Source: an optimization exercise on an open RTL-to-GDS flow (aim: small area and a short achievable clock period). Production flows keep margins and buffers that such runs may drop. Function was checked by simulation only, so behaviour that the tests miss may differ from the original.

[design/flow/design.v]
`timescale 1ns/1ps
module mul_pipe_single #(
  parameter XLEN    = 32,
  parameter RD_BITS = 5,
  parameter TAG_W   = 4
) (
  input  wire                 clk,
  input  wire                 rst,
  input  wire                 EX_mul,
  input  wire [XLEN-1:0]      EX_mul_a,
  input  wire [XLEN-1:0]      EX_mul_b,
  input  wire [RD_BITS-1:0]   EX_mul_rd,
  input  wire [TAG_W-1:0]     EX_mul_tag,
  input  wire                 MEM_we,     
  input  wire                 MEM_jlx,    
  output wire                 mul_result_valid,
  output wire [XLEN-1:0]      mul_result,
  output wire [RD_BITS-1:0]   mul_rd,           
  output wire [TAG_W-1:0]     mul_result_tag,   
  output wire                 mul_busy,
  output wire [RD_BITS-1:0]   mul_busy_rd,
  output wire [TAG_W-1:0]     mul_busy_tag,
  output wire                 mul_wb_conflict_stall,
  output wire                 mul_issue_stall
);
  reg  [2:0]         cnt;
  reg  [31:0]        a;
  reg  [31:0]        pbn;     
  reg  [3:0]         bo, bt;   
  reg  [23:0]        acc;
  reg  [RD_BITS-1:0] rd;
  reg  [TAG_W-1:0]   tag;
  wire idle  = (cnt == 3'd0);
  wire valid = (cnt == 3'd5);
  assign mul_busy         = !idle;
  assign mul_result_valid = valid;
  assign mul_result       = valid ? ~pbn : 32'd0;
  assign mul_rd           = valid ? rd  : {RD_BITS{1'b0}};
  assign mul_result_tag   = valid ? tag : {TAG_W{1'b0}};
  assign mul_busy_rd      = mul_rd;
  assign mul_busy_tag     = mul_result_tag;
  assign mul_wb_conflict_stall = valid && (MEM_we || MEM_jlx);
  assign mul_issue_stall       = EX_mul && !idle;
  wire [8:0] nw = idle ? {EX_mul_b[7:0], 1'b0} : ~pbn[15:7];
  wire [3:0] no, nt;
  wire [3:0] bn = ~{pbn[7], pbn[5], pbn[3], pbn[1]};
  genvar gj;
  generate
    for (gj = 0; gj < 4; gj = gj + 1) begin : g_booth
      assign no[gj] = nw[2*gj] ^ nw[2*gj+1];
      assign nt[gj] = (nw[2*gj+2] & ~nw[2*gj+1] & ~nw[2*gj]) | (~nw[2*gj+2] & nw[2*gj+1] & nw[2*gj]);
    end
  endgenerate
  wire [31:0] sa, sb, x;
  wire pp1;
  wire pp2;
  wire pp3;
  wire pp4;
  wire pp5;
  wire pp6;
  wire pp7;
  wire pp8;
  wire pp9;
  wire pp10;
  wire pp11;
  wire pp12;
  wire pp13;
  wire pp14;
  wire pp15;
  wire pp16;
  wire pp17;
  wire pp18;
  wire pp19;
  wire pp20;
  wire pp21;
  wire pp22;
  wire pp23;
  wire pp24;
  wire pp25;
  wire pp26;
  wire pp27;
  wire pp28;
  wire pp29;
  wire pp30;
  wire pp31;
  wire pp32;
  wire pp33;
  wire pp34;
  wire pp35;
  wire pp36;
  wire pp37;
  wire pp38;
  wire pp39;
  wire pp40;
  wire pp41;
  wire pp42;
  wire pp43;
  wire pp44;
  wire pp45;
  wire pp46;
  wire pp47;
  wire pp48;
  wire pp49;
  wire pp50;
  wire pp51;
  wire pp52;
  wire pp53;
  wire pp54;
  wire pp55;
  wire pp56;
  wire pp57;
  wire pp58;
  wire pp59;
  wire pp60;
  wire pp61;
  wire pp62;
  wire pp63;
  wire pp64;
  wire pp65;
  wire pp66;
  wire pp67;
  wire pp68;
  wire pp69;
  wire pp70;
  wire pp71;
  wire pp72;
  wire pp73;
  wire pp74;
  wire pp75;
  wire pp76;
  wire pp77;
  wire pp78;
  wire pp79;
  wire pp80;
  wire pp81;
  wire pp82;
  wire pp83;
  wire pp84;
  wire pp85;
  wire pp86;
  wire pp87;
  wire pp88;
  wire pp89;
  wire pp90;
  wire pp91;
  wire pp92;
  wire pp93;
  wire pp94;
  wire pp95;
  wire pp96;
  wire pp97;
  wire pp98;
  wire pp99;
  wire pp100;
  wire pp101;
  wire pp102;
  wire pp103;
  wire pp104;
  wire pp105;
  wire pp106;
  wire pp107;
  wire pp108;
  wire pp109;
  wire pp110;
  wire pp111;
  wire pp112;
  wire pp113;
  wire pp114;
  wire pp115;
  wire pp116;
  wire s117;
  wire c118;
  wire s119;
  wire c120;
  wire s121;
  wire c122;
  wire s123;
  wire c124;
  wire s125;
  wire c126;
  wire s127;
  wire c128;
  wire s129;
  wire c130;
  wire s131;
  wire c132;
  wire s133;
  wire c134;
  wire s135;
  wire c136;
  wire s137;
  wire c138;
  wire s139;
  wire c140;
  wire s141;
  wire c142;
  wire s143;
  wire c144;
  wire s145;
  wire c146;
  wire s147;
  wire c148;
  wire s149;
  wire c150;
  wire s151;
  wire c152;
  wire s153;
  wire c154;
  wire s155;
  wire c156;
  wire s157;
  wire c158;
  wire s159;
  wire c160;
  wire s161;
  wire c162;
  wire s163;
  wire c164;
  wire s165;
  wire c166;
  wire s167;
  wire c168;
  wire s169;
  wire c170;
  wire s171;
  wire c172;
  wire s173;
  wire c174;
  wire s175;
  wire c176;
  wire s177;
  wire c178;
  wire s179;
  wire c180;
  wire s181;
  wire c182;
  wire s183;
  wire c184;
  wire s185;
  wire c186;
  wire s187;
  wire c188;
  wire s189;
  wire c190;
  wire s191;
  wire c192;
  wire s193;
  wire c194;
  wire s195;
  wire c196;
  wire s197;
  wire c198;
  wire s199;
  wire c200;
  wire s201;
  wire c202;
  wire s203;
  wire c204;
  wire s205;
  wire c206;
  wire s207;
  wire c208;
  wire s209;
  wire c210;
  wire s211;
  wire c212;
  wire s213;
  wire c214;
  wire s215;
  wire c216;
  wire s217;
  wire c218;
  wire s219;
  wire c220;
  wire s221;
  wire c222;
  wire s223;
  wire c224;
  wire s225;
  wire c226;
  wire s227;
  wire c228;
  wire s229;
  wire c230;
  wire s231;
  wire c232;
  wire s233;
  wire c234;
  wire s235;
  wire c236;
  wire s237;
  wire c238;
  wire s239;
  wire c240;
  wire s241;
  wire c242;
  wire s243;
  wire c244;
  wire s245;
  wire c246;
  wire s247;
  wire c248;
  wire s249;
  wire c250;
  wire s251;
  wire c252;
  wire s253;
  wire c254;
  wire s255;
  wire c256;
  wire s257;
  wire c258;
  wire s259;
  wire c260;
  wire s261;
  wire c262;
  wire s263;
  wire c264;
  wire s265;
  wire c266;
  wire s267;
  wire c268;
  wire s269;
  wire c270;
  wire s271;
  wire c272;
  wire s273;
  wire c274;
  wire s275;
  wire c276;
  wire s277;
  wire c278;
  wire s279;
  wire c280;
  wire s281;
  wire c282;
  wire s283;
  wire c284;
  wire g285;
  wire p286;
  wire g287;
  wire p288;
  wire g289;
  wire p290;
  wire g291;
  wire p292;
  wire g293;
  wire p294;
  wire g295;
  wire p296;
  wire g297;
  wire p298;
  wire g299;
  wire p300;
  wire g301;
  wire p302;
  wire g303;
  wire p304;
  wire g305;
  wire p306;
  wire g307;
  wire p308;
  wire g309;
  wire p310;
  wire g311;
  wire p312;
  wire g313;
  wire p314;
  wire g315;
  wire p316;
  wire g317;
  wire p318;
  wire g319;
  wire p320;
  wire g321;
  wire p322;
  wire g323;
  wire p324;
  wire g325;
  wire p326;
  wire g327;
  wire p328;
  wire g329;
  wire p330;
  wire g331;
  wire p332;
  wire g333;
  wire p334;
  wire g335;
  wire p336;
  wire g337;
  wire p338;
  wire g339;
  wire p340;
  wire g341;
  wire p342;
  wire g343;
  wire p344;
  wire g345;
  wire p346;
  wire g347;
  wire p348;
  wire g349;
  wire g350;
  wire p351;
  wire g352;
  wire p353;
  wire g354;
  wire p355;
  wire g356;
  wire p357;
  wire g358;
  wire p359;
  wire g360;
  wire p361;
  wire g362;
  wire p363;
  wire g364;
  wire p365;
  wire g366;
  wire p367;
  wire g368;
  wire p369;
  wire g370;
  wire p371;
  wire g372;
  wire p373;
  wire g374;
  wire p375;
  wire g376;
  wire p377;
  wire g378;
  wire p379;
  wire g380;
  wire p381;
  wire g382;
  wire p383;
  wire g384;
  wire p385;
  wire g386;
  wire p387;
  wire g388;
  wire p389;
  wire g390;
  wire p391;
  wire g392;
  wire p393;
  wire g394;
  wire p395;
  wire g396;
  wire p397;
  wire g398;
  wire p399;
  wire g400;
  wire p401;
  wire g402;
  wire p403;
  wire g404;
  wire p405;
  wire g406;
  wire p407;
  wire g408;
  wire p409;
  wire g410;
  wire p411;
  wire g412;
  wire p413;
  wire g414;
  wire p415;
  wire g416;
  wire p417;
  wire g418;
  wire p419;
  wire g420;
  wire p421;
  wire g422;
  wire p423;
  wire g424;
  wire p425;
  wire g426;
  wire p427;
  wire g428;
  wire p429;
  wire g430;
  wire p431;
  wire g432;
  wire p433;
  wire g434;
  wire p435;
  wire g436;
  wire p437;
  wire g438;
  wire p439;
  wire g440;
  wire p441;
  wire g442;
  wire p443;
  wire g444;
  wire p445;
  wire g446;
  wire p447;
  wire g448;
  wire p449;
  wire g450;
  wire p451;
  wire g452;
  wire p453;
  wire g454;
  wire p455;
  wire g456;
  wire p457;
  wire g458;
  wire p459;
  wire g460;
  wire p461;
  wire g462;
  wire p463;
  wire g464;
  wire p465;
  wire g466;
  wire p467;
  wire g468;
  wire p469;
  wire g470;
  wire p471;
  wire g472;
  wire p473;
  wire g474;
  wire p475;
  wire g476;
  wire p477;
  wire g478;
  wire p479;
  wire g480;
  wire p481;
  wire g482;
  wire p483;
  wire g484;
  wire p485;
  wire g486;
  wire p487;
  wire g488;
  wire p489;
  wire g490;
  wire p491;
  wire g492;
  wire p493;
  wire g494;
  wire p495;
  wire g496;
  wire p497;
  wire g498;
  wire p499;
  wire g500;
  wire p501;
  wire g502;
  wire p503;
  wire g504;
  wire p505;
  wire g506;
  wire p507;
  wire g508;
  wire p509;
  assign pp1 = (bo[0] & a[0]) ^ bn[0];
  assign pp2 = ((bo[0] & a[1]) | (bt[0] & a[0])) ^ bn[0];
  assign pp3 = ((bo[0] & a[2]) | (bt[0] & a[1])) ^ bn[0];
  assign pp4 = ((bo[0] & a[3]) | (bt[0] & a[2])) ^ bn[0];
  assign pp5 = ((bo[0] & a[4]) | (bt[0] & a[3])) ^ bn[0];
  assign pp6 = ((bo[0] & a[5]) | (bt[0] & a[4])) ^ bn[0];
  assign pp7 = ((bo[0] & a[6]) | (bt[0] & a[5])) ^ bn[0];
  assign pp8 = ((bo[0] & a[7]) | (bt[0] & a[6])) ^ bn[0];
  assign pp9 = ((bo[0] & a[8]) | (bt[0] & a[7])) ^ bn[0];
  assign pp10 = ((bo[0] & a[9]) | (bt[0] & a[8])) ^ bn[0];
  assign pp11 = ((bo[0] & a[10]) | (bt[0] & a[9])) ^ bn[0];
  assign pp12 = ((bo[0] & a[11]) | (bt[0] & a[10])) ^ bn[0];
  assign pp13 = ((bo[0] & a[12]) | (bt[0] & a[11])) ^ bn[0];
  assign pp14 = ((bo[0] & a[13]) | (bt[0] & a[12])) ^ bn[0];
  assign pp15 = ((bo[0] & a[14]) | (bt[0] & a[13])) ^ bn[0];
  assign pp16 = ((bo[0] & a[15]) | (bt[0] & a[14])) ^ bn[0];
  assign pp17 = ((bo[0] & a[16]) | (bt[0] & a[15])) ^ bn[0];
  assign pp18 = ((bo[0] & a[17]) | (bt[0] & a[16])) ^ bn[0];
  assign pp19 = ((bo[0] & a[18]) | (bt[0] & a[17])) ^ bn[0];
  assign pp20 = ((bo[0] & a[19]) | (bt[0] & a[18])) ^ bn[0];
  assign pp21 = ((bo[0] & a[20]) | (bt[0] & a[19])) ^ bn[0];
  assign pp22 = ((bo[0] & a[21]) | (bt[0] & a[20])) ^ bn[0];
  assign pp23 = ((bo[0] & a[22]) | (bt[0] & a[21])) ^ bn[0];
  assign pp24 = ((bo[0] & a[23]) | (bt[0] & a[22])) ^ bn[0];
  assign pp25 = ((bo[0] & a[24]) | (bt[0] & a[23])) ^ bn[0];
  assign pp26 = ((bo[0] & a[25]) | (bt[0] & a[24])) ^ bn[0];
  assign pp27 = ((bo[0] & a[26]) | (bt[0] & a[25])) ^ bn[0];
  assign pp28 = ((bo[0] & a[27]) | (bt[0] & a[26])) ^ bn[0];
  assign pp29 = ((bo[0] & a[28]) | (bt[0] & a[27])) ^ bn[0];
  assign pp30 = ((bo[0] & a[29]) | (bt[0] & a[28])) ^ bn[0];
  assign pp31 = ((bo[0] & a[30]) | (bt[0] & a[29])) ^ bn[0];
  assign pp32 = ((bo[0] & a[31]) | (bt[0] & a[30])) ^ bn[0];
  assign pp33 = (bo[1] & a[0]) ^ bn[1];
  assign pp34 = ((bo[1] & a[1]) | (bt[1] & a[0])) ^ bn[1];
  assign pp35 = ((bo[1] & a[2]) | (bt[1] & a[1])) ^ bn[1];
  assign pp36 = ((bo[1] & a[3]) | (bt[1] & a[2])) ^ bn[1];
  assign pp37 = ((bo[1] & a[4]) | (bt[1] & a[3])) ^ bn[1];
  assign pp38 = ((bo[1] & a[5]) | (bt[1] & a[4])) ^ bn[1];
  assign pp39 = ((bo[1] & a[6]) | (bt[1] & a[5])) ^ bn[1];
  assign pp40 = ((bo[1] & a[7]) | (bt[1] & a[6])) ^ bn[1];
  assign pp41 = ((bo[1] & a[8]) | (bt[1] & a[7])) ^ bn[1];
  assign pp42 = ((bo[1] & a[9]) | (bt[1] & a[8])) ^ bn[1];
  assign pp43 = ((bo[1] & a[10]) | (bt[1] & a[9])) ^ bn[1];
  assign pp44 = ((bo[1] & a[11]) | (bt[1] & a[10])) ^ bn[1];
  assign pp45 = ((bo[1] & a[12]) | (bt[1] & a[11])) ^ bn[1];
  assign pp46 = ((bo[1] & a[13]) | (bt[1] & a[12])) ^ bn[1];
  assign pp47 = ((bo[1] & a[14]) | (bt[1] & a[13])) ^ bn[1];
  assign pp48 = ((bo[1] & a[15]) | (bt[1] & a[14])) ^ bn[1];
  assign pp49 = ((bo[1] & a[16]) | (bt[1] & a[15])) ^ bn[1];
  assign pp50 = ((bo[1] & a[17]) | (bt[1] & a[16])) ^ bn[1];
  assign pp51 = ((bo[1] & a[18]) | (bt[1] & a[17])) ^ bn[1];
  assign pp52 = ((bo[1] & a[19]) | (bt[1] & a[18])) ^ bn[1];
  assign pp53 = ((bo[1] & a[20]) | (bt[1] & a[19])) ^ bn[1];
  assign pp54 = ((bo[1] & a[21]) | (bt[1] & a[20])) ^ bn[1];
  assign pp55 = ((bo[1] & a[22]) | (bt[1] & a[21])) ^ bn[1];
  assign pp56 = ((bo[1] & a[23]) | (bt[1] & a[22])) ^ bn[1];
  assign pp57 = ((bo[1] & a[24]) | (bt[1] & a[23])) ^ bn[1];
  assign pp58 = ((bo[1] & a[25]) | (bt[1] & a[24])) ^ bn[1];
  assign pp59 = ((bo[1] & a[26]) | (bt[1] & a[25])) ^ bn[1];
  assign pp60 = ((bo[1] & a[27]) | (bt[1] & a[26])) ^ bn[1];
  assign pp61 = ((bo[1] & a[28]) | (bt[1] & a[27])) ^ bn[1];
  assign pp62 = ((bo[1] & a[29]) | (bt[1] & a[28])) ^ bn[1];
  assign pp63 = (bo[2] & a[0]) ^ bn[2];
  assign pp64 = ((bo[2] & a[1]) | (bt[2] & a[0])) ^ bn[2];
  assign pp65 = ((bo[2] & a[2]) | (bt[2] & a[1])) ^ bn[2];
  assign pp66 = ((bo[2] & a[3]) | (bt[2] & a[2])) ^ bn[2];
  assign pp67 = ((bo[2] & a[4]) | (bt[2] & a[3])) ^ bn[2];
  assign pp68 = ((bo[2] & a[5]) | (bt[2] & a[4])) ^ bn[2];
  assign pp69 = ((bo[2] & a[6]) | (bt[2] & a[5])) ^ bn[2];
  assign pp70 = ((bo[2] & a[7]) | (bt[2] & a[6])) ^ bn[2];
  assign pp71 = ((bo[2] & a[8]) | (bt[2] & a[7])) ^ bn[2];
  assign pp72 = ((bo[2] & a[9]) | (bt[2] & a[8])) ^ bn[2];
  assign pp73 = ((bo[2] & a[10]) | (bt[2] & a[9])) ^ bn[2];
  assign pp74 = ((bo[2] & a[11]) | (bt[2] & a[10])) ^ bn[2];
  assign pp75 = ((bo[2] & a[12]) | (bt[2] & a[11])) ^ bn[2];
  assign pp76 = ((bo[2] & a[13]) | (bt[2] & a[12])) ^ bn[2];
  assign pp77 = ((bo[2] & a[14]) | (bt[2] & a[13])) ^ bn[2];
  assign pp78 = ((bo[2] & a[15]) | (bt[2] & a[14])) ^ bn[2];
  assign pp79 = ((bo[2] & a[16]) | (bt[2] & a[15])) ^ bn[2];
  assign pp80 = ((bo[2] & a[17]) | (bt[2] & a[16])) ^ bn[2];
  assign pp81 = ((bo[2] & a[18]) | (bt[2] & a[17])) ^ bn[2];
  assign pp82 = ((bo[2] & a[19]) | (bt[2] & a[18])) ^ bn[2];
  assign pp83 = ((bo[2] & a[20]) | (bt[2] & a[19])) ^ bn[2];
  assign pp84 = ((bo[2] & a[21]) | (bt[2] & a[20])) ^ bn[2];
  assign pp85 = ((bo[2] & a[22]) | (bt[2] & a[21])) ^ bn[2];
  assign pp86 = ((bo[2] & a[23]) | (bt[2] & a[22])) ^ bn[2];
  assign pp87 = ((bo[2] & a[24]) | (bt[2] & a[23])) ^ bn[2];
  assign pp88 = ((bo[2] & a[25]) | (bt[2] & a[24])) ^ bn[2];
  assign pp89 = ((bo[2] & a[26]) | (bt[2] & a[25])) ^ bn[2];
  assign pp90 = ((bo[2] & a[27]) | (bt[2] & a[26])) ^ bn[2];
  assign pp91 = (bo[3] & a[0]) ^ bn[3];
  assign pp92 = ((bo[3] & a[1]) | (bt[3] & a[0])) ^ bn[3];
  assign pp93 = ((bo[3] & a[2]) | (bt[3] & a[1])) ^ bn[3];
  assign pp94 = ((bo[3] & a[3]) | (bt[3] & a[2])) ^ bn[3];
  assign pp95 = ((bo[3] & a[4]) | (bt[3] & a[3])) ^ bn[3];
  assign pp96 = ((bo[3] & a[5]) | (bt[3] & a[4])) ^ bn[3];
  assign pp97 = ((bo[3] & a[6]) | (bt[3] & a[5])) ^ bn[3];
  assign pp98 = ((bo[3] & a[7]) | (bt[3] & a[6])) ^ bn[3];
  assign pp99 = ((bo[3] & a[8]) | (bt[3] & a[7])) ^ bn[3];
  assign pp100 = ((bo[3] & a[9]) | (bt[3] & a[8])) ^ bn[3];
  assign pp101 = ((bo[3] & a[10]) | (bt[3] & a[9])) ^ bn[3];
  assign pp102 = ((bo[3] & a[11]) | (bt[3] & a[10])) ^ bn[3];
  assign pp103 = ((bo[3] & a[12]) | (bt[3] & a[11])) ^ bn[3];
  assign pp104 = ((bo[3] & a[13]) | (bt[3] & a[12])) ^ bn[3];
  assign pp105 = ((bo[3] & a[14]) | (bt[3] & a[13])) ^ bn[3];
  assign pp106 = ((bo[3] & a[15]) | (bt[3] & a[14])) ^ bn[3];
  assign pp107 = ((bo[3] & a[16]) | (bt[3] & a[15])) ^ bn[3];
  assign pp108 = ((bo[3] & a[17]) | (bt[3] & a[16])) ^ bn[3];
  assign pp109 = ((bo[3] & a[18]) | (bt[3] & a[17])) ^ bn[3];
  assign pp110 = ((bo[3] & a[19]) | (bt[3] & a[18])) ^ bn[3];
  assign pp111 = ((bo[3] & a[20]) | (bt[3] & a[19])) ^ bn[3];
  assign pp112 = ((bo[3] & a[21]) | (bt[3] & a[20])) ^ bn[3];
  assign pp113 = ((bo[3] & a[22]) | (bt[3] & a[21])) ^ bn[3];
  assign pp114 = ((bo[3] & a[23]) | (bt[3] & a[22])) ^ bn[3];
  assign pp115 = ((bo[3] & a[24]) | (bt[3] & a[23])) ^ bn[3];
  assign pp116 = ((bo[3] & a[25]) | (bt[3] & a[24])) ^ bn[3];
  assign s117 = acc[4] ^ pp5 ^ pp35;
  assign c118 = (acc[4] & pp5) | (acc[4] & pp35) | (pp5 & pp35);
  assign s119 = acc[5] ^ pp6 ^ pp36;
  assign c120 = (acc[5] & pp6) | (acc[5] & pp36) | (pp6 & pp36);
  assign s121 = acc[6] ^ pp7 ^ pp37;
  assign c122 = (acc[6] & pp7) | (acc[6] & pp37) | (pp7 & pp37);
  assign s123 = pp65 ^ pp91 ^ bn[3];
  assign c124 = (pp65 & pp91) | (pp65 & bn[3]) | (pp91 & bn[3]);
  assign s125 = acc[7] ^ pp8 ^ pp38;
  assign c126 = (acc[7] & pp8) | (acc[7] & pp38) | (pp8 & pp38);
  assign s127 = pp66 ^ pp92 ^ s125;
  assign c128 = (pp66 & pp92) | (pp66 & s125) | (pp92 & s125);
  assign s129 = acc[8] ^ pp9 ^ pp39;
  assign c130 = (acc[8] & pp9) | (acc[8] & pp39) | (pp9 & pp39);
  assign s131 = pp67 ^ pp93 ^ s129;
  assign c132 = (pp67 & pp93) | (pp67 & s129) | (pp93 & s129);
  assign s133 = acc[9] ^ pp10 ^ pp40;
  assign c134 = (acc[9] & pp10) | (acc[9] & pp40) | (pp10 & pp40);
  assign s135 = pp68 ^ pp94 ^ s133;
  assign c136 = (pp68 & pp94) | (pp68 & s133) | (pp94 & s133);
  assign s137 = acc[10] ^ pp11 ^ pp41;
  assign c138 = (acc[10] & pp11) | (acc[10] & pp41) | (pp11 & pp41);
  assign s139 = pp69 ^ pp95 ^ s137;
  assign c140 = (pp69 & pp95) | (pp69 & s137) | (pp95 & s137);
  assign s141 = acc[11] ^ pp12 ^ pp42;
  assign c142 = (acc[11] & pp12) | (acc[11] & pp42) | (pp12 & pp42);
  assign s143 = pp70 ^ pp96 ^ s141;
  assign c144 = (pp70 & pp96) | (pp70 & s141) | (pp96 & s141);
  assign s145 = acc[12] ^ pp13 ^ pp43;
  assign c146 = (acc[12] & pp13) | (acc[12] & pp43) | (pp13 & pp43);
  assign s147 = pp71 ^ pp97 ^ s145;
  assign c148 = (pp71 & pp97) | (pp71 & s145) | (pp97 & s145);
  assign s149 = acc[13] ^ pp14 ^ pp44;
  assign c150 = (acc[13] & pp14) | (acc[13] & pp44) | (pp14 & pp44);
  assign s151 = pp72 ^ pp98 ^ s149;
  assign c152 = (pp72 & pp98) | (pp72 & s149) | (pp98 & s149);
  assign s153 = acc[14] ^ pp15 ^ pp45;
  assign c154 = (acc[14] & pp15) | (acc[14] & pp45) | (pp15 & pp45);
  assign s155 = pp73 ^ pp99 ^ s153;
  assign c156 = (pp73 & pp99) | (pp73 & s153) | (pp99 & s153);
  assign s157 = acc[15] ^ pp16 ^ pp46;
  assign c158 = (acc[15] & pp16) | (acc[15] & pp46) | (pp16 & pp46);
  assign s159 = pp74 ^ pp100 ^ s157;
  assign c160 = (pp74 & pp100) | (pp74 & s157) | (pp100 & s157);
  assign s161 = acc[16] ^ pp17 ^ pp47;
  assign c162 = (acc[16] & pp17) | (acc[16] & pp47) | (pp17 & pp47);
  assign s163 = pp75 ^ pp101 ^ s161;
  assign c164 = (pp75 & pp101) | (pp75 & s161) | (pp101 & s161);
  assign s165 = acc[17] ^ pp18 ^ pp48;
  assign c166 = (acc[17] & pp18) | (acc[17] & pp48) | (pp18 & pp48);
  assign s167 = pp76 ^ pp102 ^ s165;
  assign c168 = (pp76 & pp102) | (pp76 & s165) | (pp102 & s165);
  assign s169 = acc[18] ^ pp19 ^ pp49;
  assign c170 = (acc[18] & pp19) | (acc[18] & pp49) | (pp19 & pp49);
  assign s171 = pp77 ^ pp103 ^ s169;
  assign c172 = (pp77 & pp103) | (pp77 & s169) | (pp103 & s169);
  assign s173 = acc[19] ^ pp20 ^ pp50;
  assign c174 = (acc[19] & pp20) | (acc[19] & pp50) | (pp20 & pp50);
  assign s175 = pp78 ^ pp104 ^ s173;
  assign c176 = (pp78 & pp104) | (pp78 & s173) | (pp104 & s173);
  assign s177 = acc[20] ^ pp21 ^ pp51;
  assign c178 = (acc[20] & pp21) | (acc[20] & pp51) | (pp21 & pp51);
  assign s179 = pp79 ^ pp105 ^ s177;
  assign c180 = (pp79 & pp105) | (pp79 & s177) | (pp105 & s177);
  assign s181 = acc[21] ^ pp22 ^ pp52;
  assign c182 = (acc[21] & pp22) | (acc[21] & pp52) | (pp22 & pp52);
  assign s183 = pp80 ^ pp106 ^ s181;
  assign c184 = (pp80 & pp106) | (pp80 & s181) | (pp106 & s181);
  assign s185 = acc[22] ^ pp23 ^ pp53;
  assign c186 = (acc[22] & pp23) | (acc[22] & pp53) | (pp23 & pp53);
  assign s187 = pp81 ^ pp107 ^ s185;
  assign c188 = (pp81 & pp107) | (pp81 & s185) | (pp107 & s185);
  assign s189 = acc[23] ^ pp24 ^ pp54;
  assign c190 = (acc[23] & pp24) | (acc[23] & pp54) | (pp24 & pp54);
  assign s191 = pp82 ^ pp108 ^ s189;
  assign c192 = (pp82 & pp108) | (pp82 & s189) | (pp108 & s189);
  assign s193 = pp25 ^ pp55 ^ pp83;
  assign c194 = (pp25 & pp55) | (pp25 & pp83) | (pp55 & pp83);
  assign s195 = pp26 ^ pp56 ^ pp84;
  assign c196 = (pp26 & pp56) | (pp26 & pp84) | (pp56 & pp84);
  assign s197 = pp27 ^ pp57 ^ pp85;
  assign c198 = (pp27 & pp57) | (pp27 & pp85) | (pp57 & pp85);
  assign s199 = pp28 ^ pp58 ^ pp86;
  assign c200 = (pp28 & pp58) | (pp28 & pp86) | (pp58 & pp86);
  assign s201 = pp29 ^ pp59 ^ pp87;
  assign c202 = (pp29 & pp59) | (pp29 & pp87) | (pp59 & pp87);
  assign s203 = pp30 ^ pp60 ^ pp88;
  assign c204 = (pp30 & pp60) | (pp30 & pp88) | (pp60 & pp88);
  assign s205 = pp31 ^ pp61 ^ pp89;
  assign c206 = (pp31 & pp61) | (pp31 & pp89) | (pp61 & pp89);
  assign s207 = pp32 ^ pp62 ^ pp90;
  assign c208 = (pp32 & pp62) | (pp32 & pp90) | (pp62 & pp90);
  assign s209 = acc[2] ^ pp3 ^ pp33;
  assign c210 = (acc[2] & pp3) | (acc[2] & pp33) | (pp3 & pp33);
  assign s211 = acc[3] ^ pp4 ^ pp34;
  assign c212 = (acc[3] & pp4) | (acc[3] & pp34) | (pp4 & pp34);
  assign s213 = pp63 ^ bn[2] ^ s117;
  assign c214 = (pp63 & bn[2]) | (pp63 & s117) | (bn[2] & s117);
  assign s215 = pp64 ^ s119 ^ c118;
  assign c216 = (pp64 & s119) | (pp64 & c118) | (s119 & c118);
  assign s217 = s121 ^ s123 ^ c120;
  assign c218 = (s121 & s123) | (s121 & c120) | (s123 & c120);
  assign s219 = s127 ^ c122 ^ c124;
  assign c220 = (s127 & c122) | (s127 & c124) | (c122 & c124);
  assign s221 = s131 ^ c126 ^ c128;
  assign c222 = (s131 & c126) | (s131 & c128) | (c126 & c128);
  assign s223 = s135 ^ c130 ^ c132;
  assign c224 = (s135 & c130) | (s135 & c132) | (c130 & c132);
  assign s225 = s139 ^ c134 ^ c136;
  assign c226 = (s139 & c134) | (s139 & c136) | (c134 & c136);
  assign s227 = s143 ^ c138 ^ c140;
  assign c228 = (s143 & c138) | (s143 & c140) | (c138 & c140);
  assign s229 = s147 ^ c142 ^ c144;
  assign c230 = (s147 & c142) | (s147 & c144) | (c142 & c144);
  assign s231 = s151 ^ c146 ^ c148;
  assign c232 = (s151 & c146) | (s151 & c148) | (c146 & c148);
  assign s233 = s155 ^ c150 ^ c152;
  assign c234 = (s155 & c150) | (s155 & c152) | (c150 & c152);
  assign s235 = s159 ^ c154 ^ c156;
  assign c236 = (s159 & c154) | (s159 & c156) | (c154 & c156);
  assign s237 = s163 ^ c158 ^ c160;
  assign c238 = (s163 & c158) | (s163 & c160) | (c158 & c160);
  assign s239 = s167 ^ c162 ^ c164;
  assign c240 = (s167 & c162) | (s167 & c164) | (c162 & c164);
  assign s241 = s171 ^ c166 ^ c168;
  assign c242 = (s171 & c166) | (s171 & c168) | (c166 & c168);
  assign s243 = s175 ^ c170 ^ c172;
  assign c244 = (s175 & c170) | (s175 & c172) | (c170 & c172);
  assign s245 = s179 ^ c174 ^ c176;
  assign c246 = (s179 & c174) | (s179 & c176) | (c174 & c176);
  assign s247 = s183 ^ c178 ^ c180;
  assign c248 = (s183 & c178) | (s183 & c180) | (c178 & c180);
  assign s249 = s187 ^ c182 ^ c184;
  assign c250 = (s187 & c182) | (s187 & c184) | (c182 & c184);
  assign s251 = s191 ^ c186 ^ c188;
  assign c252 = (s191 & c186) | (s191 & c188) | (c186 & c188);
  assign s253 = pp109 ^ s193 ^ c190;
  assign c254 = (pp109 & s193) | (pp109 & c190) | (s193 & c190);
  assign s255 = pp110 ^ s195 ^ c194;
  assign c256 = (pp110 & s195) | (pp110 & c194) | (s195 & c194);
  assign s257 = pp111 ^ s197 ^ c196;
  assign c258 = (pp111 & s197) | (pp111 & c196) | (s197 & c196);
  assign s259 = pp112 ^ s199 ^ c198;
  assign c260 = (pp112 & s199) | (pp112 & c198) | (s199 & c198);
  assign s261 = pp113 ^ s201 ^ c200;
  assign c262 = (pp113 & s201) | (pp113 & c200) | (s201 & c200);
  assign s263 = pp114 ^ s203 ^ c202;
  assign c264 = (pp114 & s203) | (pp114 & c202) | (s203 & c202);
  assign s265 = pp115 ^ s205 ^ c204;
  assign c266 = (pp115 & s205) | (pp115 & c204) | (s205 & c204);
  assign s267 = pp116 ^ s207 ^ c206;
  assign c268 = (pp116 & s207) | (pp116 & c206) | (s207 & c206);
  assign s269 = c192 ^ s253 ^ c252;
  assign c270 = (c192 & s253) | (c192 & c252) | (s253 & c252);
  assign s271 = s255 ^ c254;
  assign c272 = s255 & c254;
  assign s273 = s257 ^ c256;
  assign c274 = s257 & c256;
  assign s275 = s259 ^ c258;
  assign c276 = s259 & c258;
  assign s277 = s261 ^ c260;
  assign c278 = s261 & c260;
  assign s279 = s263 ^ c262;
  assign c280 = s263 & c262;
  assign s281 = s265 ^ c264;
  assign c282 = s265 & c264;
  assign s283 = s267 ^ c266;
  assign c284 = s267 & c266;
  assign sa = {s283, s281, s279, s277, s275, s273, s271, s269, s251, s249, s247, s245, s243, s241, s239, s237, s235, s233, s231, s229, s227, s225, s223, s221, s219, s217, s215, s213, s211, bn[1], acc[1], acc[0]};
  assign sb = {c282, c280, c278, c276, c274, c272, c270, 1'b0, c250, c248, c246, c244, c242, c240, c238, c236, c234, c232, c230, c228, c226, c224, c222, c220, c218, c216, c214, c212, c210, s209, pp2, pp1};
  assign g285 = (sa[0] & sb[0]);
  assign p286 = (sa[0] ^ sb[0]);
  assign g287 = (sa[1] & sb[1]);
  assign p288 = (sa[1] ^ sb[1]);
  assign g289 = (sa[2] & sb[2]);
  assign p290 = (sa[2] ^ sb[2]);
  assign g291 = (sa[3] & sb[3]);
  assign p292 = (sa[3] ^ sb[3]);
  assign g293 = (sa[4] & sb[4]);
  assign p294 = (sa[4] ^ sb[4]);
  assign g295 = (sa[5] & sb[5]);
  assign p296 = (sa[5] ^ sb[5]);
  assign g297 = (sa[6] & sb[6]);
  assign p298 = (sa[6] ^ sb[6]);
  assign g299 = (sa[7] & sb[7]);
  assign p300 = (sa[7] ^ sb[7]);
  assign g301 = (sa[8] & sb[8]);
  assign p302 = (sa[8] ^ sb[8]);
  assign g303 = (sa[9] & sb[9]);
  assign p304 = (sa[9] ^ sb[9]);
  assign g305 = (sa[10] & sb[10]);
  assign p306 = (sa[10] ^ sb[10]);
  assign g307 = (sa[11] & sb[11]);
  assign p308 = (sa[11] ^ sb[11]);
  assign g309 = (sa[12] & sb[12]);
  assign p310 = (sa[12] ^ sb[12]);
  assign g311 = (sa[13] & sb[13]);
  assign p312 = (sa[13] ^ sb[13]);
  assign g313 = (sa[14] & sb[14]);
  assign p314 = (sa[14] ^ sb[14]);
  assign g315 = (sa[15] & sb[15]);
  assign p316 = (sa[15] ^ sb[15]);
  assign g317 = (sa[16] & sb[16]);
  assign p318 = (sa[16] ^ sb[16]);
  assign g319 = (sa[17] & sb[17]);
  assign p320 = (sa[17] ^ sb[17]);
  assign g321 = (sa[18] & sb[18]);
  assign p322 = (sa[18] ^ sb[18]);
  assign g323 = (sa[19] & sb[19]);
  assign p324 = (sa[19] ^ sb[19]);
  assign g325 = (sa[20] & sb[20]);
  assign p326 = (sa[20] ^ sb[20]);
  assign g327 = (sa[21] & sb[21]);
  assign p328 = (sa[21] ^ sb[21]);
  assign g329 = (sa[22] & sb[22]);
  assign p330 = (sa[22] ^ sb[22]);
  assign g331 = (sa[23] & sb[23]);
  assign p332 = (sa[23] ^ sb[23]);
  assign g333 = (sa[24] & sb[24]);
  assign p334 = (sa[24] ^ sb[24]);
  assign g335 = (sa[25] & sb[25]);
  assign p336 = (sa[25] ^ sb[25]);
  assign g337 = (sa[26] & sb[26]);
  assign p338 = (sa[26] ^ sb[26]);
  assign g339 = (sa[27] & sb[27]);
  assign p340 = (sa[27] ^ sb[27]);
  assign g341 = (sa[28] & sb[28]);
  assign p342 = (sa[28] ^ sb[28]);
  assign g343 = (sa[29] & sb[29]);
  assign p344 = (sa[29] ^ sb[29]);
  assign g345 = (sa[30] & sb[30]);
  assign p346 = (sa[30] ^ sb[30]);
  assign g347 = (sa[31] & sb[31]);
  assign p348 = (sa[31] ^ sb[31]);
  assign g349 = g285 | (p286 & bn[0]);
  assign g350 = g287 | (p288 & g349);
  assign p351 = p288 & p286;
  assign g352 = g291 | (p292 & g289);
  assign p353 = p292 & p290;
  assign g354 = g295 | (p296 & g293);
  assign p355 = p296 & p294;
  assign g356 = g299 | (p300 & g297);
  assign p357 = p300 & p298;
  assign g358 = g303 | (p304 & g301);
  assign p359 = p304 & p302;
  assign g360 = g307 | (p308 & g305);
  assign p361 = p308 & p306;
  assign g362 = g311 | (p312 & g309);
  assign p363 = p312 & p310;
  assign g364 = g315 | (p316 & g313);
  assign p365 = p316 & p314;
  assign g366 = g319 | (p320 & g317);
  assign p367 = p320 & p318;
  assign g368 = g323 | (p324 & g321);
  assign p369 = p324 & p322;
  assign g370 = g327 | (p328 & g325);
  assign p371 = p328 & p326;
  assign g372 = g331 | (p332 & g329);
  assign p373 = p332 & p330;
  assign g374 = g335 | (p336 & g333);
  assign p375 = p336 & p334;
  assign g376 = g339 | (p340 & g337);
  assign p377 = p340 & p338;
  assign g378 = g343 | (p344 & g341);
  assign p379 = p344 & p342;
  assign g380 = g347 | (p348 & g345);
  assign p381 = p348 & p346;
  assign g382 = g289 | (p290 & g350);
  assign p383 = p290 & p351;
  assign g384 = g352 | (p353 & g350);
  assign p385 = p353 & p351;
  assign g386 = g297 | (p298 & g354);
  assign p387 = p298 & p355;
  assign g388 = g356 | (p357 & g354);
  assign p389 = p357 & p355;
  assign g390 = g305 | (p306 & g358);
  assign p391 = p306 & p359;
  assign g392 = g360 | (p361 & g358);
  assign p393 = p361 & p359;
  assign g394 = g313 | (p314 & g362);
  assign p395 = p314 & p363;
  assign g396 = g364 | (p365 & g362);
  assign p397 = p365 & p363;
  assign g398 = g321 | (p322 & g366);
  assign p399 = p322 & p367;
  assign g400 = g368 | (p369 & g366);
  assign p401 = p369 & p367;
  assign g402 = g329 | (p330 & g370);
  assign p403 = p330 & p371;
  assign g404 = g372 | (p373 & g370);
  assign p405 = p373 & p371;
  assign g406 = g337 | (p338 & g374);
  assign p407 = p338 & p375;
  assign g408 = g376 | (p377 & g374);
  assign p409 = p377 & p375;
  assign g410 = g345 | (p346 & g378);
  assign p411 = p346 & p379;
  assign g412 = g380 | (p381 & g378);
  assign p413 = p381 & p379;
  assign g414 = g293 | (p294 & g384);
  assign p415 = p294 & p385;
  assign g416 = g354 | (p355 & g384);
  assign p417 = p355 & p385;
  assign g418 = g386 | (p387 & g384);
  assign p419 = p387 & p385;
  assign g420 = g388 | (p389 & g384);
  assign p421 = p389 & p385;
  assign g422 = g309 | (p310 & g392);
  assign p423 = p310 & p393;
  assign g424 = g362 | (p363 & g392);
  assign p425 = p363 & p393;
  assign g426 = g394 | (p395 & g392);
  assign p427 = p395 & p393;
  assign g428 = g396 | (p397 & g392);
  assign p429 = p397 & p393;
  assign g430 = g325 | (p326 & g400);
  assign p431 = p326 & p401;
  assign g432 = g370 | (p371 & g400);
  assign p433 = p371 & p401;
  assign g434 = g402 | (p403 & g400);
  assign p435 = p403 & p401;
  assign g436 = g404 | (p405 & g400);
  assign p437 = p405 & p401;
  assign g438 = g341 | (p342 & g408);
  assign p439 = p342 & p409;
  assign g440 = g378 | (p379 & g408);
  assign p441 = p379 & p409;
  assign g442 = g410 | (p411 & g408);
  assign p443 = p411 & p409;
  assign g444 = g412 | (p413 & g408);
  assign p445 = p413 & p409;
  assign g446 = g301 | (p302 & g420);
  assign p447 = p302 & p421;
  assign g448 = g358 | (p359 & g420);
  assign p449 = p359 & p421;
  assign g450 = g390 | (p391 & g420);
  assign p451 = p391 & p421;
  assign g452 = g392 | (p393 & g420);
  assign p453 = p393 & p421;
  assign g454 = g422 | (p423 & g420);
  assign p455 = p423 & p421;
  assign g456 = g424 | (p425 & g420);
  assign p457 = p425 & p421;
  assign g458 = g426 | (p427 & g420);
  assign p459 = p427 & p421;
  assign g460 = g428 | (p429 & g420);
  assign p461 = p429 & p421;
  assign g462 = g333 | (p334 & g436);
  assign p463 = p334 & p437;
  assign g464 = g374 | (p375 & g436);
  assign p465 = p375 & p437;
  assign g466 = g406 | (p407 & g436);
  assign p467 = p407 & p437;
  assign g468 = g408 | (p409 & g436);
  assign p469 = p409 & p437;
  assign g470 = g438 | (p439 & g436);
  assign p471 = p439 & p437;
  assign g472 = g440 | (p441 & g436);
  assign p473 = p441 & p437;
  assign g474 = g442 | (p443 & g436);
  assign p475 = p443 & p437;
  assign g476 = g444 | (p445 & g436);
  assign p477 = p445 & p437;
  assign g478 = g317 | (p318 & g460);
  assign p479 = p318 & p461;
  assign g480 = g366 | (p367 & g460);
  assign p481 = p367 & p461;
  assign g482 = g398 | (p399 & g460);
  assign p483 = p399 & p461;
  assign g484 = g400 | (p401 & g460);
  assign p485 = p401 & p461;
  assign g486 = g430 | (p431 & g460);
  assign p487 = p431 & p461;
  assign g488 = g432 | (p433 & g460);
  assign p489 = p433 & p461;
  assign g490 = g434 | (p435 & g460);
  assign p491 = p435 & p461;
  assign g492 = g436 | (p437 & g460);
  assign p493 = p437 & p461;
  assign g494 = g462 | (p463 & g460);
  assign p495 = p463 & p461;
  assign g496 = g464 | (p465 & g460);
  assign p497 = p465 & p461;
  assign g498 = g466 | (p467 & g460);
  assign p499 = p467 & p461;
  assign g500 = g468 | (p469 & g460);
  assign p501 = p469 & p461;
  assign g502 = g470 | (p471 & g460);
  assign p503 = p471 & p461;
  assign g504 = g472 | (p473 & g460);
  assign p505 = p473 & p461;
  assign g506 = g474 | (p475 & g460);
  assign p507 = p475 & p461;
  assign g508 = g476 | (p477 & g460);
  assign p509 = p477 & p461;
  assign x[0] = p286 ^ bn[0];
  assign x[1] = p288 ^ g349;
  assign x[2] = p290 ^ g350;
  assign x[3] = p292 ^ g382;
  assign x[4] = p294 ^ g384;
  assign x[5] = p296 ^ g414;
  assign x[6] = p298 ^ g416;
  assign x[7] = p300 ^ g418;
  assign x[8] = p302 ^ g420;
  assign x[9] = p304 ^ g446;
  assign x[10] = p306 ^ g448;
  assign x[11] = p308 ^ g450;
  assign x[12] = p310 ^ g452;
  assign x[13] = p312 ^ g454;
  assign x[14] = p314 ^ g456;
  assign x[15] = p316 ^ g458;
  assign x[16] = p318 ^ g460;
  assign x[17] = p320 ^ g478;
  assign x[18] = p322 ^ g480;
  assign x[19] = p324 ^ g482;
  assign x[20] = p326 ^ g484;
  assign x[21] = p328 ^ g486;
  assign x[22] = p330 ^ g488;
  assign x[23] = p332 ^ g490;
  assign x[24] = p334 ^ g492;
  assign x[25] = p336 ^ g494;
  assign x[26] = p338 ^ g496;
  assign x[27] = p340 ^ g498;
  assign x[28] = p342 ^ g500;
  assign x[29] = p344 ^ g502;
  assign x[30] = p346 ^ g504;
  assign x[31] = p348 ^ g506;
  always @(posedge clk) begin
    if (rst) cnt <= 3'd0;
    else if (idle) cnt <= EX_mul ? 3'd1 : 3'd0;
    else if (valid) cnt <= 3'd0;
    else cnt <= cnt + 3'd1;
    bo <= no;
    bt <= nt;
    if (idle) begin
      a     <= EX_mul_a;
      pbn   <= ~EX_mul_b;
      rd    <= EX_mul_rd;
      tag   <= EX_mul_tag;
      acc   <= 24'd0;
    end else begin
      pbn   <= {~x[7:0], pbn[31:8]};
      acc   <= x[31:8];
    end
  end
endmodule
[design/flow/flow/run.sh]
#!/bin/bash
# Layout flow: the standard ORFS flow (standard.sh, unchanged synthesis), with
#  - after synthesis, flow/polarity.py flips full-adder cells (FA(~a,~b,~c) = ~FA(a,b,c))
#    so that fewer inverters are needed around them; registers are untouched
#  - port buffers made of plain buffers instead of the delay cells buffer_ports picks
set -euo pipefail
cd "$(dirname "$0")/.."
source flow/params.sh
export BUFFER_PORTS_ARGS
export SETUP_SLACK_MARGIN
R=orfs/results/sky130hd/mul_pipe_single/base
bash standard.sh synth > synth.log 2>&1
if [[ "${POLARITY:-1}" == 1 ]]; then
  cp $R/1_2_yosys.v $R/1_2_yosys.std.v
  python3 flow/polarity.py $R/1_2_yosys.std.v $R/1_2_yosys.v > polarity.log 2>&1
  rm -f $R/1_synth.odb
fi
bash standard.sh > standard.log 2>&1
[design/flow/flow/params.sh]
BUFFER_PORTS_ARGS="-buffer_cell sky130_fd_sc_hd__buf_1"
SETUP_SLACK_MARGIN=6.0
POLARITY=1
[design/flow/flow/polarity.py]
#!/usr/bin/env python3
"""Remove inverters around full adders in a flat gate-level netlist.

An xor2/xnor2 cell can be swapped for the other to invert its output. A full adder is self-dual: FA(~a, ~b, ~c) = (~cout, ~sum). So a full-adder cell can be
"flipped" (fed the complements of its inputs, its outputs then carry the complements of
their old values) without changing the circuit's function. This script chooses which
full adders to flip so that as few inverters as possible are needed, then rewrites the
netlist: inverters that only feed cell pins are removed and re-created where needed.
Registers, ports and all other cells are untouched.

usage: polarity.py IN.v OUT.v
"""
import random
import re
import sys
from collections import defaultdict

INV = re.compile(r'sky130_fd_sc_hd__(clk)?inv_\d+$')
FA = re.compile(r'sky130_fd_sc_hd__fa_\d+$')
XO = re.compile(r'sky130_fd_sc_hd__x(n?)or2_(\d+)$')
OUTPINS = {'X', 'Y', 'Q', 'Q_N', 'SUM', 'COUT', 'HI', 'LO'}

src = open(sys.argv[1]).read()
m = re.search(r'\bmodule\b.*?;', src, re.S)
endm = src.rindex('endmodule')
body = src[m.end():endm]

# statements of the module body
stmts = [s for s in re.split(r';', body)]
cells = []    # dict(type, name, pins: [(pin, net)], idx)
other = []    # (idx, text)
ports = set()
for i, s in enumerate(stmts):
    t = s.strip()
    if not t:
        continue
    cm = re.match(r'(sky130_fd_sc_hd__\w+)\s+(\S+)\s*\((.*)\)\s*$', t, re.S)
    if cm:
        pins = [(p, n.strip()) for p, n in re.findall(r'\.(\w+)\(([^()]*)\)', cm.group(3))]
        cells.append({'type': cm.group(1), 'name': cm.group(2), 'pins': pins})
        continue
    pm = re.match(r'(input|output|inout)\s+(\[[^\]]*\]\s*)?(\S+)', t)
    if pm:
        ports.add(pm.group(3))
    other.append(t)

def base_name(net):
    return re.sub(r'\s*\[\d+\]$', '', net.strip())

driver = {}
loads = defaultdict(list)   # net -> [(cell index, pin index)]
for ci, c in enumerate(cells):
    for pi, (p, n) in enumerate(c['pins']):
        if p in OUTPINS:
            driver[n] = ci
        else:
            loads[n].append((ci, pi))
# nets read by assign statements or ports count as fixed loads
assign_rhs = set()
for t in other:
    am = re.match(r'assign\s+(.*?)\s*=\s*(.*)$', t, re.S)
    if am:
        for tok in re.findall(r'\\\S+|[A-Za-z_][\w$]*(?:\s*\[\d+\])?', am.group(2)):
            assign_rhs.add(tok.strip())

def is_port_net(n):
    return base_name(n) in ports

# removable inverters: output feeds only cell input pins, is no port, no assign source
removable = set()
for ci, c in enumerate(cells):
    if INV.match(c['type']):
        y = dict(c['pins'])['Y']
        if not is_port_net(y) and y not in assign_rhs and y in loads:
            removable.add(ci)

def resolve(net):
    """logical source of a net: (base net, polarity) through removable inverters"""
    pol = 0
    seen = 0
    while net in driver and driver[net] in removable and seen < 100:
        net = dict(cells[driver[net]]['pins'])['A']
        pol ^= 1
        seen += 1
    return net, pol

fas = [ci for ci, c in enumerate(cells) if FA.match(c['type'])]
xos = [ci for ci, c in enumerate(cells) if XO.match(c['type'])]
flip = defaultdict(int)

# load requirements: list of (cell index, pin index, base, pol)
reqs = []
for ci, c in enumerate(cells):
    if ci in removable:
        continue
    for pi, (p, n) in enumerate(c['pins']):
        if p in OUTPINS:
            continue
        b, pol = resolve(n)
        reqs.append((ci, pi, b, pol))
by_base = defaultdict(list)
by_cell = defaultdict(list)
for r in reqs:
    by_base[r[2]].append(r)
    by_cell[r[0]].append(r)

def phys(b):
    d = driver.get(b)
    return flip[d] if d is not None and (FA.match(cells[d]['type']) or XO.match(cells[d]['type'])) else 0

def need(r):
    ci, pi, b, pol = r
    want = pol ^ (flip[ci] if FA.match(cells[ci]['type']) else 0)
    return want ^ phys(b)

def base_cost(b):
    return 1 if any(need(r) for r in by_base[b]) else 0

def fa_bases(ci):
    bs = {r[2] for r in by_cell[ci]}
    for p, n in cells[ci]['pins']:
        if p in OUTPINS:
            bs.add(n)
    return bs

total0 = sum(base_cost(b) for b in by_base)
movable = fas + xos
rng = random.Random(1)
best = None
for trial in range(30):
    if trial:
        for ci in movable:
            flip[ci] = best[ci]
        # perturb the best solution a little, then descend again
        for ci in rng.sample(movable, max(1, len(movable) // 10)):
            flip[ci] ^= 1
    for sweep in range(200):
        changed = False
        order = list(movable)
        rng.shuffle(order)
        for ci in order:
            bs = fa_bases(ci)
            before = sum(base_cost(b) for b in bs)
            flip[ci] ^= 1
            after = sum(base_cost(b) for b in bs)
            if after < before:
                changed = True
            elif after == before and rng.random() < 0.3 and sweep < 150:
                pass
            else:
                flip[ci] ^= 1
        if not changed and sweep >= 150:
            break
    cost = sum(base_cost(b) for b in by_base)
    if best is None or cost < best_cost:
        best, best_cost = {ci: flip[ci] for ci in movable}, cost
for ci in movable:
    flip[ci] = best[ci]
total1 = sum(base_cost(b) for b in by_base)

# rewrite
def esc(n):
    return n + ' ' if n.startswith('\\') else n

comp = {}
newcells = []
k = 0
for b in by_base:
    if base_cost(b):
        k += 1
        nn = f'polinv_n{k}'
        comp[b] = nn
        newcells.append(f'  sky130_fd_sc_hd__inv_1 polinv_{k} (\n    .A({esc(b)}),\n    .Y({nn})\n  );')
for r in reqs:
    ci, pi, b, pol = r
    p, _ = cells[ci]['pins'][pi]
    cells[ci]['pins'][pi] = (p, comp[b] if need(r) else b)

out = [src[:m.end()], '\n']
for t in other:
    out.append('  ' + t + ' ;\n')
for nn in comp.values():
    out.append(f'  wire {nn};\n')
for ci, c in enumerate(cells):
    if ci in removable:
        continue
    xm = XO.match(c['type'])
    if xm and flip[ci]:
        c['type'] = f"sky130_fd_sc_hd__{'xor2' if xm.group(1) else 'xnor2'}_{xm.group(2)}"
        # xor2 drives X, xnor2 drives Y
        c['pins'] = [({'X': 'Y', 'Y': 'X'}.get(p, p), n) for p, n in c['pins']]
    pins = ',\n'.join(f'    .{p}({esc(n)})' for p, n in c['pins'])
    out.append(f'  {c["type"]} {c["name"]} (\n{pins}\n  );\n')
out.append('\n'.join(newcells) + '\n')
out.append(src[endm:])
open(sys.argv[2], 'w').write(''.join(out))
print(f'polarity: {len(fas)} full adders, {sum(flip[c] for c in fas)} flipped, '
      f'{sum(flip[c] for c in xos)} of {len(xos)} xor/xnor swapped, inverters {len(removable)} removable -> {len(comp)} needed '
      f'(cost before {total0}, after {total1})', file=sys.stderr)
[design/flow/standard.sh]
#!/bin/bash
# synth_recipe.tcl (not shown) runs the flow's synth.tcl, then flattens the netlist and writes it again
# the make line also repeats each setting of config.mk as NAME=value (left out here)
make -C /OpenROAD-flow-scripts/flow DESIGN_CONFIG=/design/flow/config.mk WORK_HOME=/design/flow/orfs CLKGATE_MAP_FILE= SYNTH_SCRIPT=/design/flow/synth_recipe.tcl "${@:-finish}"
[design/flow/config.mk]
export PLATFORM = sky130hd
export DESIGN_NAME = mul_pipe_single
export DESIGN_NICKNAME = mul_pipe_single
export VERILOG_FILES = /design/flow/design.v
export SDC_FILE = /design/flow/constraint.sdc
export NUM_CORES = 4
export LEC_CHECK = 0
export CAP_MARGIN = 20
export CORE_MARGIN = 2
export CORE_UTILIZATION = 40
export CTS_BUF_LIST = sky130_fd_sc_hd__clkbuf_8
export SLEW_MARGIN = 20
[design/flow/constraint.sdc]
create_clock -name core_clock -period 10.0 [get_ports {clk}]
set_input_delay 2.0000 -clock core_clock [delete_from_list [all_inputs] [get_ports {clk}]]
set_output_delay 2.0000 -clock core_clock [all_outputs]
set_load 0.01 [all_outputs]
==> Implementation_results.wiki, run 1 <==
{| class="wikitable"
! Metric !! Value
|-
| Run status || finished clean
|-
| Post-synth net total || 1037
|-
| Category of the most critical setup path || reg -> reg
|-
| Core region area || 20960 sq um
|-
| Wire length of the first global-routing pass || 34700 microns
|-
| Area delta synth->final || 20.57%
|-
| Data arrival at the endpoint of the critical path || between 4 and 5 ns
|-
| Clk latency of the worst-skew pair || 0.40 ns
|-
| DR DRC count || 0
|-
| Hold Path Cell Cnt || 2
|-
| Post-Place Setup Slack || a little under 5 ns
|-
| Global route overflow || 0
|-
| Post-route setup slack || 5.492 ns
|-
| Time the final worst path needs with I/O delays and setup || between 4 and 5 ns
|-
| Critical Path Source Type || flop
|-
| Highest achievable clock rate || between 200 and 250 MHz
|-
| Number of DRC violations after detailed-routing iteration 0 || 624
|-
| Setup violations, final || 0
|-
| Final clock period utilization by the worst path || 45.08%
|-
| Via count of the first global-routing pass || 6409
|-
| Largest net degree at the start of global routing || 78
|-
| Final weighted congestion of routability-driven global placement || 0.8343
|-
| Total of buffers placed on input and output ports || 131
|-
| Horizontal extent of the die || approximately 150 microns
|-
| Transition at the pin with the smallest max-transition slack || between 0.8 and 0.9 ns
|-
| Boundary Pins || 132
|-
| DR vias || ~6600
|-
| First-pass iteration count of the detailed router || 5
|-
| Effective utilization at floorplan || 40.75%
|-
| Final sum of negative setup slack || 0 ns
|-
| Clock Sinks || 108
|-
| Warning count from the yosys run || 1
|-
| Nets || about 1200
|-
| Antenna diode count || 0
|-
| Final Skew || 0.01822 ns
|-
| Final WL || approximately 22000 microns
|-
| Post-synthesis average cell area || 10.12 sq um
|-
| Required time at the worst-slack endpoint || 10.25 ns
|-
| H-tree depth || 3
|-
| Number of buffers inserted during clock tree synthesis || 9
|-
| Number of maximum-capacitance constraint violations || 0
|-
| Filler Cells Inserted || 1995
|-
| Max-Slew Margin vs Limit || 42.98%
|-
| RSZ-0062 raised after global routing || yes
|-
| Final ANT Viol Nets || 0
|-
| Quantity of hold-fixing buffers added after cts || 0
|-
| Classification of the worst-slack hold path || reg -> reg
|-
| Routed length per placed instance || 17.87 microns
|-
| Critical path peak fanout || 8
|-
| Ratio of cells with drive above 1 in the final layout || 17.75%
|-
| Post-route worst hold slack || 0.4770 ns
|-
| Cell area after synthesis || 8538 sq um
|-
| Worst r2r path cells || 14
|-
| Placement row count || 53
|-
| Count of pins over their slew limit || 0
|-
| Reg clk slew, reported paths || around 0.12 ns
|-
| Cells after Synth || 844
|-
| Area of the die || between 20000 and 25000 sq um
|-
| Overall fraction of global-route tracks in use || about a fifth
|-
| Mean number of vias per cell || approximately 5.3
|-
| Clock tree from TritonCTS || yes
|-
| Number of hold-slack violations in the final timing report || 0
|-
| Die Y || roughly 150 microns
|-
| Buffers from clock root to sink, at most || 2
|-
| Clk root buf || sky130_fd_sc_hd__clkbuf_8
|-
| Critical Path Sink Type || flop
|-
| Number of antenna violations at the first check in global routing || 0
|-
| Total half-perimeter wirelength after legalization and detailed placement || 14950 microns
|}
[worst max-delay path, stage by stage, from the launching register on]
cell and delay (ns):
sky130_fd_sc_hd__edfxtp_1 0.56, sky130_fd_sc_hd__a22oi_1 0.28, sky130_fd_sc_hd__xor2_1 0.23, sky130_fd_sc_hd__fa_1 0.47, sky130_fd_sc_hd__fa_1 0.51, sky130_fd_sc_hd__fa_1 0.55
sky130_fd_sc_hd__ha_2 0.34, sky130_fd_sc_hd__a21o_1 0.19, sky130_fd_sc_hd__a31oi_2 0.25, sky130_fd_sc_hd__o22ai_4 0.13, sky130_fd_sc_hd__a2111oi_4 0.31, sky130_fd_sc_hd__buf_4 0.20
sky130_fd_sc_hd__o31ai_4 0.08, sky130_fd_sc_hd__a211oi_2 0.19, sky130_fd_sc_hd__nor3_1 0.07
[stage by stage]
step / instance area (sq um) / util (%) / std cells
after floorplan: 8717 / - / 844
after global placement: 9211 / 43.96 / 1176
after detailed placement: 9211 / 43.96 / 1176
after CTS: 9802 / 46.78 / 1223
after global routing: 10290 / 49.13 / 1244
final: 10290 / 49.13 / 1244
[per-layer routing]
| metal | share of wire [%] | global-route usage [%] | vias to the layer above |
|---|---|---|---|
| met5 | 0 | 0 | - |
| met4 | 1.4 | 4.434 | 0 |
| met3 | 4.7 | 2.636 | 28 |
| met2 | 49 | 33.52 | 183 |
| met1 | 45 | 27.47 | 3255 |
| li1 | - | - | 3146 |
[placed cells by master (no fill, tap or decap), types with 4 or more instances in the layout]
cell type,count
sky130_fd_sc_hd__nand2_1,48
sky130_fd_sc_hd__and3_1,10
sky130_fd_sc_hd__nand3_1,4
sky130_fd_sc_hd__mux2i_1,7
sky130_fd_sc_hd__buf_1,126
sky130_fd_sc_hd__inv_1,24
sky130_fd_sc_hd__ha_4,10
sky130_fd_sc_hd__nand2b_1,5
sky130_fd_sc_hd__nor2_1,58
sky130_fd_sc_hd__a21o_1,9
sky130_fd_sc_hd__edfxtp_1,41
sky130_fd_sc_hd__dfxtp_1,63
sky130_fd_sc_hd__a21oi_1,16
sky130_fd_sc_hd__xor2_1,98
sky130_fd_sc_hd__xnor2_1,30
sky130_fd_sc_hd__fa_2,7
sky130_fd_sc_hd__ha_1,23
sky130_fd_sc_hd__xnor2_2,12
sky130_fd_sc_hd__buf_4,54
sky130_fd_sc_hd__buf_6,12
sky130_fd_sc_hd__fa_1,71
sky130_fd_sc_hd__nor3_1,5
sky130_fd_sc_hd__clkbuf_8,10
sky130_fd_sc_hd__a22oi_2,19
sky130_fd_sc_hd__ha_2,4
sky130_fd_sc_hd__o21ai_0,34
sky130_fd_sc_hd__a22oi_1,93
[timing repair]
action / CTS / global route
pin swaps: 25 / 33
gates cloned: 0 / 0
setup buffers: 31 / 21
gates resized for setup: 32 / 58
setup endpoints to repair: 58 / 33
hold endpoints to repair: 0 / 0
[area by class of cell]
| type | instances | area, sq um | area share [%] |
|---|---|---|---|
| clock inverters | 6 | 67.56 | 0.6563 |
| multi-input cells | 623 | 5973 | 58.02 |
| well taps | 275 | 344.1 | 3.342 |
| clock buffers | 10 | 137.6 | 1.337 |
| repair buffers | 196 | 1089 | 10.57 |
| flip-flops and latches | 108 | 2582 | 25.09 |
| inverters | 26 | 101.3 | 0.9844 |
[sequential cells by signal, summed over array words and instances, names as in the netlist]
signal / flops
tag: 4
rd: 5
cnt: 3
bt: 4
a: 32
pbn: 32
bo: 4
acc: 24
[final timing paths]
path,from,end,slack [ns]
max,a[14]$_DFFE_PP_,acc[21]$_SDFF_PP0_,5.49
min,pbn[25]$_DFF_P_,pbn[17]$_DFF_P_,0.48
max reg2reg,a[14]$_DFFE_PP_,acc[21]$_SDFF_PP0_,5.49
min reg2reg,pbn[25]$_DFF_P_,pbn[17]$_DFF_P_,0.48
==> inputs of run 2 (changes only) <==
==> design/flow/flow/params.sh (replaced) <==
BUFFER_PORTS_ARGS="-buffer_cell sky130_fd_sc_hd__buf_1"
SETUP_SLACK_MARGIN=7.0
POLARITY=1
--- a/design/flow/config.mk
+++ b/design/flow/config.mk
@@ -8,5 +8,4 @@
 export CAP_MARGIN = 20
 export CORE_MARGIN = 2
 export CORE_UTILIZATION = 40
-export CTS_BUF_LIST = sky130_fd_sc_hd__clkbuf_8
 export SLEW_MARGIN = 20
==> Implementation_results.wiki, run 2 <==
{| class="wikitable"
! Metric !! Value
|-
| Run status || finished clean
|-
| Total of buffers placed on input and output ports || 131 (unchanged)
|-
| Worst r2r path cells || 15 (+1)
|-
| Critical Path Source Type || flop
|-
| Antenna diode count || 0 (unchanged)
|-
| Cell area after synthesis || 8538 sq um (unchanged)
|-
| Warning count from the yosys run || 1 (unchanged)
|-
| Commonest cells after routing, fill and taps aside || 94 x sky130_fd_sc_hd__xor2_1, 93 x sky130_fd_sc_hd__a22oi_1, 74 x sky130_fd_sc_hd__buf_1
|-
| Horizontal extent of the die || 150.1 microns (unchanged)
|-
| Final sum of negative setup slack || 0 ns (unchanged)
|-
| H-tree depth || 3 (unchanged)
|-
| Number of buffers inserted during clock tree synthesis || 9 (unchanged)
|-
| Final ANT Viol Nets || 0 (unchanged)
|-
| Placement row count || 53 (unchanged)
|-
| Overall fraction of global-route tracks in use || 23.07% (+3.1 points)
|-
| Commonest non-fill, non-tap cell in the layout || sky130_fd_sc_hd__xor2_1
|-
| Effective utilization at floorplan || 40.75% (unchanged)
|-
| Global route overflow || 0 (unchanged)
|-
| Cells after Synth || 844 (unchanged)
|-
| Final clock period utilization by the worst path || 44.71% (-0.37 points)
|-
| Final weighted congestion of routability-driven global placement || 0.8099 (-2.9%)
|-
| Highest achievable clock rate || 223.7 MHz (+0.84%)
|-
| Number of hold-slack violations in the final timing report || 0 (unchanged)
|-
| Via count of the first global-routing pass || 7052 (+10%)
|-
| Reg-to-reg endpoint || acc[18]$_SDFF_PP0_
|-
| Routed length per placed instance || 20.16 microns (+13%)
|-
| Clk root buf || sky130_fd_sc_hd__clkbuf_16
|-
| Core region area || 20960 sq um (unchanged)
|-
| Max-Slew Margin vs Limit || 44.72% (+1.7 points)
|-
| Ratio of cells with drive above 1 in the final layout || 30.29% (+13 points)
|-
| Critical path peak fanout || 6 (-2)
|-
| Buffers from clock root to sink, at most || 2 (unchanged)
|-
| Final cell area excluding filler cells || 11420 sq um (+11%)
|-
| Time the final worst path needs with I/O delays and setup || 4.471 ns (-0.03746 ns)
|-
| Post-synth net total || 1037 (unchanged)
|-
| Quantity of hold-fixing buffers added after cts || 0 (unchanged)
|-
| Setup violations, final || 0 (unchanged)
|-
| Number of DRC violations after detailed-routing iteration 0 || 654 (+4.8%)
|-
| Hold Path Cell Cnt || 2 (unchanged)
|-
| Required time at the worst-slack endpoint || 10.24 ns (about the same)
|-
| Nets || 1185 (+2.4%)
|-
| Mean number of vias per cell || 5.472 (+3.0%)
|-
| Count of pins over their slew limit || 0 (unchanged)
|-
| DR DRC count || 0 (unchanged)
|-
| Clock Sinks || 108 (unchanged)
|-
| Clk latency of the worst-skew pair || 0.36 ns (-0.04 ns)
|-
| Total half-perimeter wirelength after legalization and detailed placement || 15190 microns (+1.6%)
|-
| Final Skew || 0.009305 ns (-0.008913 ns)
|-
| Number of antenna violations at the first check in global routing || 0 (unchanged)
|-
| DR vias || 6961 (+5.3%)
|-
| Clock tree from TritonCTS || yes
|-
| Transition at the pin with the smallest max-transition slack || 0.8292 ns (-0.02614 ns)
|-
| Number of maximum-capacitance constraint violations || 0 (unchanged)
|-
| First-pass iteration count of the detailed router || 7 (+2)
|-
| Placed inst area || 9301 sq um (+0.98%)
|-
| Critical Path Sink Type || flop
|-
| Startpoint of the most critical hold path || pbn[24]$_DFF_P_
|-
| Die Y || 150.1 microns (unchanged)
|-
| RSZ-0062 raised after global routing || yes
|-
| Data arrival at the endpoint of the critical path || 4.71 ns (-0.05 ns)
|-
| Area of the die || 22530 sq um (unchanged)
|-
| Crit path from || a[8]$_DFFE_PP_
|-
| Reg clk slew, reported paths || 0.08 ns (-0.04 ns)
|-
| Reg2Reg Launch Point || a[8]$_DFFE_PP_
|-
| Wire length of the first global-routing pass || 39370 microns (+13%)
|}
## run 2: cell type report
cell class	count	area, sq um
Fill cell	1848	9534
Clock inverter	5	43.79
Multi-Input combinational cell	631	6410
Timing Repair Buffer	216	1654
Clock buffer	11	275.3
Tap cell	275	344.1
Inverter	26	100.1
Sequential cell	108	2594
## run 2: per-layer routing
layer / global-route usage (%) / routed length [microns] / vias to the layer above
met4: 10.05 / 1008 / 0
met2: 36.92 / 12400 / 251
met1: 31.32 / 10900 / 3431
met3: 3.182 / 1337 / 63
met5: 0 / 0 / -
li1: - / - / 3216
## run 2: how the worst max path moves through the flow
stage                               endpoint  slack [ns]  cells past startpoint
after detailed placement  acc[22]$_SDFF_PP0_        5.12                     14
after global routing      acc[21]$_SDFF_PP0_        5.34                     14
final                     acc[18]$_SDFF_PP0_        5.53                     15
after floorplan           acc[22]$_SDFF_PP0_        5.69                     15
after CTS                 acc[22]$_SDFF_PP0_        5.53                     14
after global placement    acc[22]$_SDFF_PP0_        5.18                     14
## run 2: stage by stage
stage | util [%] | hold WS (ns) | std cells | setup WS, ns
detailed placement | 44.39 | 0.4497 | 1175 | 5.118
global route | 54.50 | 0.5169 | 1272 | 5.343
global placement | 44.39 | 0.4432 | 1175 | 5.183
floorplan | - | 0.4257 | 844 | 5.685
CTS | 51.82 | 0.4771 | 1255 | 5.530
finish | 54.50 | 0.4841 | 1272 | 5.529
## run 2: what timing repair did
item / CTS / global route
resized for setup: 159 / 91
endpoints found under the setup margin: 82 / 82
buffers inserted: 56 / 15
cloned: 8 / 2
pin swaps: 42 / 44
## run 2: critical path: stages, from the launching register on
cell,delay (ns)
sky130_fd_sc_hd__edfxtp_1,0.53
sky130_fd_sc_hd__a22oi_2,0.27
sky130_fd_sc_hd__xnor2_2,0.10
sky130_fd_sc_hd__fa_1,0.51
sky130_fd_sc_hd__fa_2,0.54
sky130_fd_sc_hd__fa_1,0.41
sky130_fd_sc_hd__ha_1,0.34
sky130_fd_sc_hd__and2_1,0.16
sky130_fd_sc_hd__a221o_1,0.33
sky130_fd_sc_hd__a22o_4,0.30
sky130_fd_sc_hd__buf_4,0.15
sky130_fd_sc_hd__buf_6,0.11
sky130_fd_sc_hd__a211oi_4,0.30
sky130_fd_sc_hd__o31ai_2,0.10
sky130_fd_sc_hd__xnor2_1,0.15
sky130_fd_sc_hd__nor2_1,0.05

## separate check: timing with driven ports
Ports are ideal in the flow. The routed layouts listed here were re-timed in OpenROAD.
Step 1 assumes that a clkbuf_16 drives the clock port and a buf_2 every other input.
Step 2 adds t to the input delays and takes it off the output delays; t is the mean of the earliest and latest rising clock arrival at the registers after step 1. Input paths then give back, and output paths get back, about the clock's delay inside the block.
Slacks: ideal / step 1 / step 2; pairs: ideal / step 1.
run	t, ns	slack for setup (ns)	hold WS [ns]	worst setup path at the end	clock arrival spread, ns
run 1	0.432	5.492 / 5.492 / 5.492	0.477 / 0.477 / 0.477	register to register	0.018 / 0.018
run 2	0.399	5.529 / 5.529 / 5.529	0.484 / 0.484 / 0.484	register to register	0.009 / 0.009
After both steps every run listed still meets setup and hold.
